Source: an optimization exercise on an open RTL-to-GDS flow (aim: small area, a short achievable clock period and few clock cycles). Production flows keep margins and buffers that such runs may drop. The RTL was checked by simulation tests, not by an equivalence proof against the original design.

==> job 2032 <==
==> flow/design.v <==
`timescale 1 ns / 100 ps
module hex2dec (
    input start,
    input [15:0] hex_data,
    output [7:0] ascii_data,
    output reg valid,
    output reg ready,
    input clk,
    input rstn
);
    reg [16:0] r;
    reg [3:0]  dig;
    reg [2:0]  ph;       
    wire accept = start & ready;
    function automatic ge(input [12:0] x, input [12:0] k);
        integer i;
        begin
            ge = 1'b1;
            for (i = 0; i < 13; i = i + 1)
                ge = k[i] ? (x[i] & ge) : (x[i] | ge);
        end
    endfunction
    wire [12:0] rh = r[16:4];
    wire [9:0] g;
    assign g[0] = 1'b1;
    genvar k;
    generate
        for (k = 1; k < 10; k = k + 1) begin : cmp
            assign g[k] = ge(rh, 625 * k);
        end
    endgenerate
    wire [9:0] oh = g & ~{1'b0, g[9:1]};     
    reg [3:0]  q;
    reg [11:0] c;        
    integer j;
    always @(*) begin
        q = 4'd0;
        c = 12'd0;
        for (j = 1; j < 10; j = j + 1) begin
            q = q | ({4{oh[j]}} & j[3:0]);
            c = c | ({12{oh[j]}} & 12'((j * 3125) % 4096));
        end
    end
    wire [16:0] t = {r[15:0], 1'b0} + {r[13:0], 3'b000};    
    wire [16:0] r_next = {t[16:5] - c, t[4:0]};
    always @(posedge clk)
        r <= accept ? {1'b0, hex_data} : r_next;
    always @(posedge clk)
        dig <= q;
    always @(posedge clk or negedge rstn)
        if (!rstn) begin
            ph <= 3'd7;
            valid <= 1'b0;
            ready <= 1'b0;
        end else begin
            valid <= (ph != 3'd7);
            if (accept)
                ph <= 3'd0;
            else if (ph == 3'd4)
                ph <= 3'd7;
            else if (ph != 3'd7)
                ph <= ph + 3'd1;
            ready <= ~accept & (ph == 3'd3 || ph == 3'd4 || ph == 3'd7);
        end
    assign ascii_data = {4'h3, dig};
endmodule
==> flow/flow/run.sh <==
#!/bin/bash
# Own layout flow: the standard synthesis, then its combinational logic mapped
# again by ABC for area (flip-flops kept as the standard synthesis made them:
# same instances, names and cells), then the standard flow from floorplan on.
set -euo pipefail
W=$(pwd)
R=$W/orfs/results/$FLOW_PLATFORM/hex2dec/base
L=$W/orfs/logs/$FLOW_PLATFORM/hex2dec/base
LIB=$FLOW_HOME/platforms/$FLOW_PLATFORM/lib/sky130_fd_sc_hd__tt_025C_1v80.lib
YOSYS=yosys
[[ -x $FLOW_HOME/../tools/install/yosys/bin/yosys ]] && YOSYS=$FLOW_HOME/../tools/install/yosys/bin/yosys
# ABC script for the second mapping: delay-targeted mapping with gate sizing
ABC_ARGS="-script $W/flow/abc.script"

bash standard.sh synth > $W/log_standard_synth.txt 2>&1
cp $R/1_2_yosys.v $W/standard_1_2_yosys.v

$YOSYS -q -l $W/log_cells.txt -p "read_liberty -ignore_miss_func $LIB; write_verilog -noattr $W/cells_all.v" > /dev/null
python3 $W/flow/comb_cells.py $W/cells_all.v $W/cells_comb.v

DU=$(grep -o -- "-dont_use [^ ]*" $L/1_2_yosys.log | sort -u | tr '\n' ' ')
cat > $W/resynth.ys <<EOY
read_liberty -lib $LIB
read_verilog $W/standard_1_2_yosys.v
hierarchy -top $FLOW_TOP
techmap -map $W/cells_comb.v
techmap
opt -fast
opt -purge
abc $ABC_ARGS -liberty $LIB $DU
opt_clean -purge
hilomap -singleton -hicell sky130_fd_sc_hd__conb_1 HI -locell sky130_fd_sc_hd__conb_1 LO
insbuf -buf sky130_fd_sc_hd__buf_4 A X
opt_clean -purge
stat -liberty $LIB
check -assert -mapped
write_verilog -noattr -nohex -nodec $W/resynth.v
EOY
$YOSYS -l $W/log_resynth.txt $W/resynth.ys > /dev/null
cp $W/resynth.v $R/1_2_yosys.v
rm -f $R/1_synth.odb
bash standard.sh "BUFFER_PORTS_ARGS=-buffer_cell sky130_fd_sc_hd__buf_1" finish > $W/log_standard_finish.txt 2>&1
==> flow/flow/abc.script <==
strash
ifraig
balance
rewrite
refactor
balance
rewrite
rewrite -z
balance
refactor -z
rewrite -z
balance
dch -f
map -D 2000
buffer
upsize -D 2000
dnsize -D 2000
==> flow/flow/comb_cells.py <==
# Keep the combinational cells from Yosys's functional models of the
# library (read_liberty output): no flip-flops, latches, tie or tristate cells.
import re, sys
src = open(sys.argv[1]).read()
out = []
for body, name in re.findall(r'(module (\S+?)\(.*?endmodule)', src, re.S):
    if 'always' in body or ' reg ' in body or 'conb' in name or "'z" in body or 'bz' in body:
        continue
    if 'assign' not in body:
        continue
    out.append(body)
open(sys.argv[2], 'w').write('\n\n'.join(out) + '\n')
==> flow/standard.sh <==
#!/bin/bash
# synth_recipe.tcl (not shown) runs the flow's synth.tcl, then flattens the netlist and writes it again
# the make line also repeats each setting of config.mk as NAME=value (left out here)
make -C /OpenROAD-flow-scripts/flow DESIGN_CONFIG=/design/flow/config.mk WORK_HOME=/design/flow/orfs CLKGATE_MAP_FILE= SYNTH_SCRIPT=/design/flow/synth_recipe.tcl "${@:-finish}"
==> flow/config.mk <==
export PLATFORM = sky130hd
export DESIGN_NAME = hex2dec
export DESIGN_NICKNAME = hex2dec
export VERILOG_FILES = /design/flow/design.v
export SDC_FILE = /design/flow/constraint.sdc
export NUM_CORES = 4
export LEC_CHECK = 0
export CAP_MARGIN = 20
export CORE_MARGIN = 2
export CORE_UTILIZATION = 40
export SETUP_SLACK_MARGIN = 3.2
export SLEW_MARGIN = 20
==> flow/constraint.sdc <==
create_clock -name core_clock -period 6.0 [get_ports {clk}]
set_input_delay 1.2000 -clock core_clock [delete_from_list [all_inputs] [get_ports {clk}]]
set_output_delay 1.2000 -clock core_clock [all_outputs]
set_load 0.01 [all_outputs]
==> inputs of job 8229, as changes to job 2032 <==
==> flow/flow/abc.script (replaced) <==
strash
balance
rewrite
refactor
balance
rewrite
rewrite -z
balance
refactor -z
rewrite -z
balance
balance
rewrite
refactor
balance
rewrite
rewrite -z
balance
refactor -z
rewrite -z
balance
dch -f
map -D 1800
buffer
upsize -D 1800
dnsize -D 1800
- CTS_CLUSTER_DIAMETER: default -> 100
- CTS_CLUSTER_SIZE: default -> 30
- SETUP_SLACK_MARGIN: 3.2 -> default
==> results.txt <==
| quantity | job 8229 | job 2032 |
|---|---|---|
| Result of the run | timing/DRC/antenna clean | timing/DRC/antenna clean |
| Layout cells sized above 1 | 7.219% | 34.90% |
| Routed met2 length | 2440 µm | 2943 µm |
| Global-route usage over all layers | 19.08% | 21.74% |
| Final Instance Count excl. Fillers | 444 | 451 |
| Number of cells traversed by the worst hold path | 1 | 2 |
| Starting density of the core | 41.43% | 42.20% |
| Stages on worst setup path | 16 | 19 |
| Pre-CTS setup slack | 3055 ps | 2912 ps |
| Area of all placed cells without fillers | 0.002317 mm² | 0.002805 mm² |
| Instance area after placement | 0.002262 mm² | 0.002160 mm² |
| Routability congestion estimate | 0.8998 | 0.8754 |
| Count of plain and timing-repair buffers | 24 | 50 |
| Setup repair after global routing missed its margin | no | yes |
| Cell with the most instances on the worst path | a21oi_1 | nand2_2 |
| Number of buffer and inverter stages on the critical path | 1 | 3 |
| Floorplan core area | 0.005107 mm² | 0.004786 mm² |
| Crit path arrival time | 3070 ps | 2920 ps |
| ClkCell Share | 2.376% | 1.606% |
| Estimated wirelength of the detail-placed design | 4516 µm | 4246 µm |
Testbench counts of job 2032, summed over its fixed seeds: cycles 1,936.
Testbench counts of job 8229, summed over its fixed seeds: cycles 1,936.

* * *

==> 03-27 <==
// hex2dec: RTL as listed in full above, without the edits since
==> flow/config.mk <==
export PLATFORM = sky130hd
export DESIGN_NAME = hex2dec
export DESIGN_NICKNAME = hex2dec
export VERILOG_FILES = /design/flow/design.v
export SDC_FILE = /design/flow/constraint.sdc
export NUM_CORES = 4
export LEC_CHECK = 0
export CAP_MARGIN = 20
export CORE_MARGIN = 2
export CORE_UTILIZATION = 40
export SLEW_MARGIN = 20
==> flow/constraint.sdc <==
create_clock -name core_clock -period 6.0 [get_ports {clk}]
set_input_delay 1.2000 -clock core_clock [delete_from_list [all_inputs] [get_ports {clk}]]
set_output_delay 1.2000 -clock core_clock [all_outputs]
set_load 0.01 [all_outputs]
standard.sh (not shown) runs the stock make flow with config.mk's settings and CLKGATE_MAP_FILE= SYNTH_SCRIPT=/design/flow/synth_recipe.tcl, a recipe that flattens the netlist after the stock synthesis.
==> flow/flow/run.sh <==
#!/bin/bash
# Own layout flow: the standard synthesis, then its combinational logic mapped
# again by ABC for area (flip-flops kept as the standard synthesis made them:
# same instances, names and cells), then the standard flow from floorplan on.
set -euo pipefail
W=$(pwd)
R=$W/orfs/results/$FLOW_PLATFORM/hex2dec/base
L=$W/orfs/logs/$FLOW_PLATFORM/hex2dec/base
LIB=$FLOW_HOME/platforms/$FLOW_PLATFORM/lib/sky130_fd_sc_hd__tt_025C_1v80.lib
YOSYS=yosys
[[ -x $FLOW_HOME/../tools/install/yosys/bin/yosys ]] && YOSYS=$FLOW_HOME/../tools/install/yosys/bin/yosys
# ABC script for the second mapping: delay-targeted mapping with gate sizing
ABC_ARGS="-script $W/flow/abc.script"

bash standard.sh synth > $W/log_standard_synth.txt 2>&1
cp $R/1_2_yosys.v $W/standard_1_2_yosys.v

$YOSYS -q -l $W/log_cells.txt -p "read_liberty -ignore_miss_func $LIB; write_verilog -noattr $W/cells_all.v" > /dev/null
python3 $W/flow/comb_cells.py $W/cells_all.v $W/cells_comb.v

DU=$(grep -o -- "-dont_use [^ ]*" $L/1_2_yosys.log | sort -u | tr '\n' ' ')
cat > $W/resynth.ys <<EOY
read_liberty -lib $LIB
read_verilog $W/standard_1_2_yosys.v
hierarchy -top $FLOW_TOP
techmap -map $W/cells_comb.v
techmap
opt -fast
opt -purge
abc $ABC_ARGS -liberty $LIB $DU
opt_clean -purge
hilomap -singleton -hicell sky130_fd_sc_hd__conb_1 HI -locell sky130_fd_sc_hd__conb_1 LO
insbuf -buf sky130_fd_sc_hd__buf_4 A X
opt_clean -purge
stat -liberty $LIB
check -assert -mapped
write_verilog -noattr -nohex -nodec $W/resynth.v
EOY
$YOSYS -l $W/log_resynth.txt $W/resynth.ys > /dev/null
cp $W/resynth.v $R/1_2_yosys.v
rm -f $R/1_synth.odb
bash standard.sh "BUFFER_PORTS_ARGS=-buffer_cell sky130_fd_sc_hd__buf_1" finish > $W/log_standard_finish.txt 2>&1
==> flow/flow/abc.script <==
strash
balance
rewrite
refactor
balance
rewrite
rewrite -z
balance
refactor -z
rewrite -z
balance
balance
rewrite
refactor
balance
rewrite
rewrite -z
balance
refactor -z
rewrite -z
balance
dch -f
map -D 1800
buffer
upsize -D 1800
dnsize -D 1800
==> flow/flow/comb_cells.py <==
# Keep the combinational cells from Yosys's functional models of the
# library (read_liberty output): no flip-flops, latches, tie or tristate cells.
import re, sys
src = open(sys.argv[1]).read()
out = []
for body, name in re.findall(r'(module (\S+?)\(.*?endmodule)', src, re.S):
    if 'always' in body or ' reg ' in body or 'conb' in name or "'z" in body or 'bz' in body:
        continue
    if 'assign' not in body:
        continue
    out.append(body)
open(sys.argv[2], 'w').write('\n\n'.join(out) + '\n')
==> 05-24 (differences from 03-27) <==
==> flow/design.v (replaced) <==
`timescale 1 ns / 100 ps
module hex2dec (
    input start,
    input [15:0] hex_data,
    output [7:0] ascii_data,
    output reg valid,
    output reg ready,
    input clk,
    input rstn
);
    reg [16:0] r;
    reg [3:0]  q;
    reg [2:0]  ph;       
    wire accept = start & ready;
    function automatic ge(input [15:0] x, input [15:0] k);
        integer i;
        begin
            ge = 1'b1;
            for (i = 0; i < 16; i = i + 1)
                ge = k[i] ? (x[i] & ge) : (x[i] | ge);
        end
    endfunction
    reg [9:0] c;
    integer j;
    always @(*) begin
        c = 10'd0;
        for (j = 1; j < 10; j = j + 1)
            if (q == j[3:0])
                c = 10'((j * 625) % 1024);
    end
    wire [13:0] m = {r[13:4] - c, r[3:0]};
    wire [16:0] r_step = {2'b00, m, 1'b0} + {m, 3'b000};
    wire [9:0] gm;
    wire [6:0] gx;
    assign gm[0] = 1'b1;
    assign gx[0] = 1'b1;
    genvar k;
    generate
        for (k = 1; k < 10; k = k + 1) begin : cmpm
            assign gm[k] = ge({5'd0, m[13:3]}, 125 * k);
        end
        for (k = 1; k < 7; k = k + 1) begin : cmpx
            assign gx[k] = ge({4'd0, hex_data[15:4]}, 625 * k);
        end
    endgenerate
    wire [9:0] ohm = gm & ~{1'b0, gm[9:1]};
    wire [6:0] ohx = gx & ~{1'b0, gx[6:1]};
    reg [3:0] qm, qx;
    always @(*) begin
        qm = 4'd0;
        qx = 4'd0;
        for (j = 1; j < 10; j = j + 1)
            qm = qm | ({4{ohm[j]}} & j[3:0]);
        for (j = 1; j < 7; j = j + 1)
            qx = qx | ({4{ohx[j]}} & j[3:0]);
    end
    always @(posedge clk) begin
        r <= accept ? {1'b0, hex_data} : r_step;
        q <= accept ? qx : qm;
    end
    reg [2:0] ph_next;
    always @(*)
        if (accept)
            ph_next = 3'd0;
        else if (ph >= 3'd4)
            ph_next = 3'd7;
        else
            ph_next = ph + 3'd1;
    always @(posedge clk or negedge rstn)
        if (!rstn) begin
            ph <= 3'd7;
            valid <= 1'b0;
            ready <= 1'b0;
        end else begin
            ph <= ph_next;
            valid <= (ph_next != 3'd7);
            ready <= (ph_next == 3'd4) || (ph_next == 3'd7);
        end
    assign ascii_data = {4'h3, q};
endmodule
Settings changed: SETUP_SLACK_MARGIN from default to 3.0.
==> comparison <==
Against 03-27, the global-route usage of 05-24 is higher by 0.44 points. In 05-24 the design area is larger than in 03-27, by about 4%. Via count: 05-24 is higher than 03-27 (about 4%). Against 03-27, the sequential share of layout area of 05-24 is lower by 3.3 points. Of 05-24 and 03-27, 05-24 has the higher final cell count (gap about 0.9%, measured against 03-27). In 03-27 the maximum frequency is smaller than in 05-24, by 4.4%. In non-clock buffer count, 03-27 and 05-24 do not differ. Against 05-24, the worst setup slack of 03-27 is worse by 0.13 ns. Critical path depth: 03-27 is lower than 05-24 (2).
==> figures <==
| item | 05-24 | 03-27 |
|---|---|---|
| Status | finished clean | finished clean |
| Largest register FFs | 14 | 17 |
| Die X-Extent | 78.4 um | 76.7 um |
| Routed metal-1 wirelength | 2.87 mm | 2.72 mm |
| Number of sinks on the clock net | 23 | 26 |
| Seq/total area | 0.204 | 0.237 |
| Area of the die | 6150 um2 | 5890 um2 |
| Total placed instance area | 2350 um2 | 2260 um2 |
| Length of the first detailed-routing pass in iterations | 5 | 4 |
| Placeable core region | 5440 um2 | 5110 um2 |
| Fraction of final layout cells with drive strength greater than 1 | 0.122 | 0.0722 |
| Critical register-to-register path endpoint | q[1] | r[15] |
| Final Cell Area | 2400 um2 | 2320 um2 |
| Mean cell area of the mapped netlist | 6.24 um2 | 6.05 um2 |
| Crit path time final | 2.78 ns | 2.91 ns |
| Global routing usage on met3 | 0.0207 | 0.0235 |
| Dpl hpwl | 4.62 mm | 4.52 mm |
| Number of cells after detailed placement | 444 | 440 |
| Critical hold path startpoint | ph[2] | ph[2] |
| Worst EP arrival | 2.96 ns | 3.07 ns |
| Data required time at the worst endpoint | 6.18 ns | 6.16 ns |
Testbench counts of 03-27, summed over its fixed seeds: cycles 1,936.
Testbench counts of 05-24, summed over its fixed seeds: cycles 1,928.

==> re-timing with driven ports <==
In the flow no input, the clock included, has a driving cell. The finished layouts below were timed again as built, in two steps. Step 1, drivers: a clkbuf_16 drives clk and a buf_2 each remaining input, both assumed. Step 2 adds t to the input delays and takes it off the output delays; t is the mean of the earliest and latest rising clock arrival at the registers after step 1. Input paths then give back, and output paths get back, about the clock's delay inside the block. Three values: ideal ports, drivers, drivers and shift; two values: the first two.
run	t (ns)	setup slack, ns	worst register clock-pin slew, ns
job 2032	0.295	3.238 / 3.238 / 3.238	0.09 / 0.09
job 8229	0.299	3.089 / 3.089 / 3.089	0.10 / 0.10
03-27	0.299	3.089 / 3.089 / 3.089	0.10 / 0.10
05-24	0.303	3.217 / 3.217 / 2.920	0.10 / 0.10
After both steps every run listed still meets setup and hold. For 05-24, which loses most, drivers alone change the setup slack by 0.000 ns; drivers and shift together by -0.297 ns.
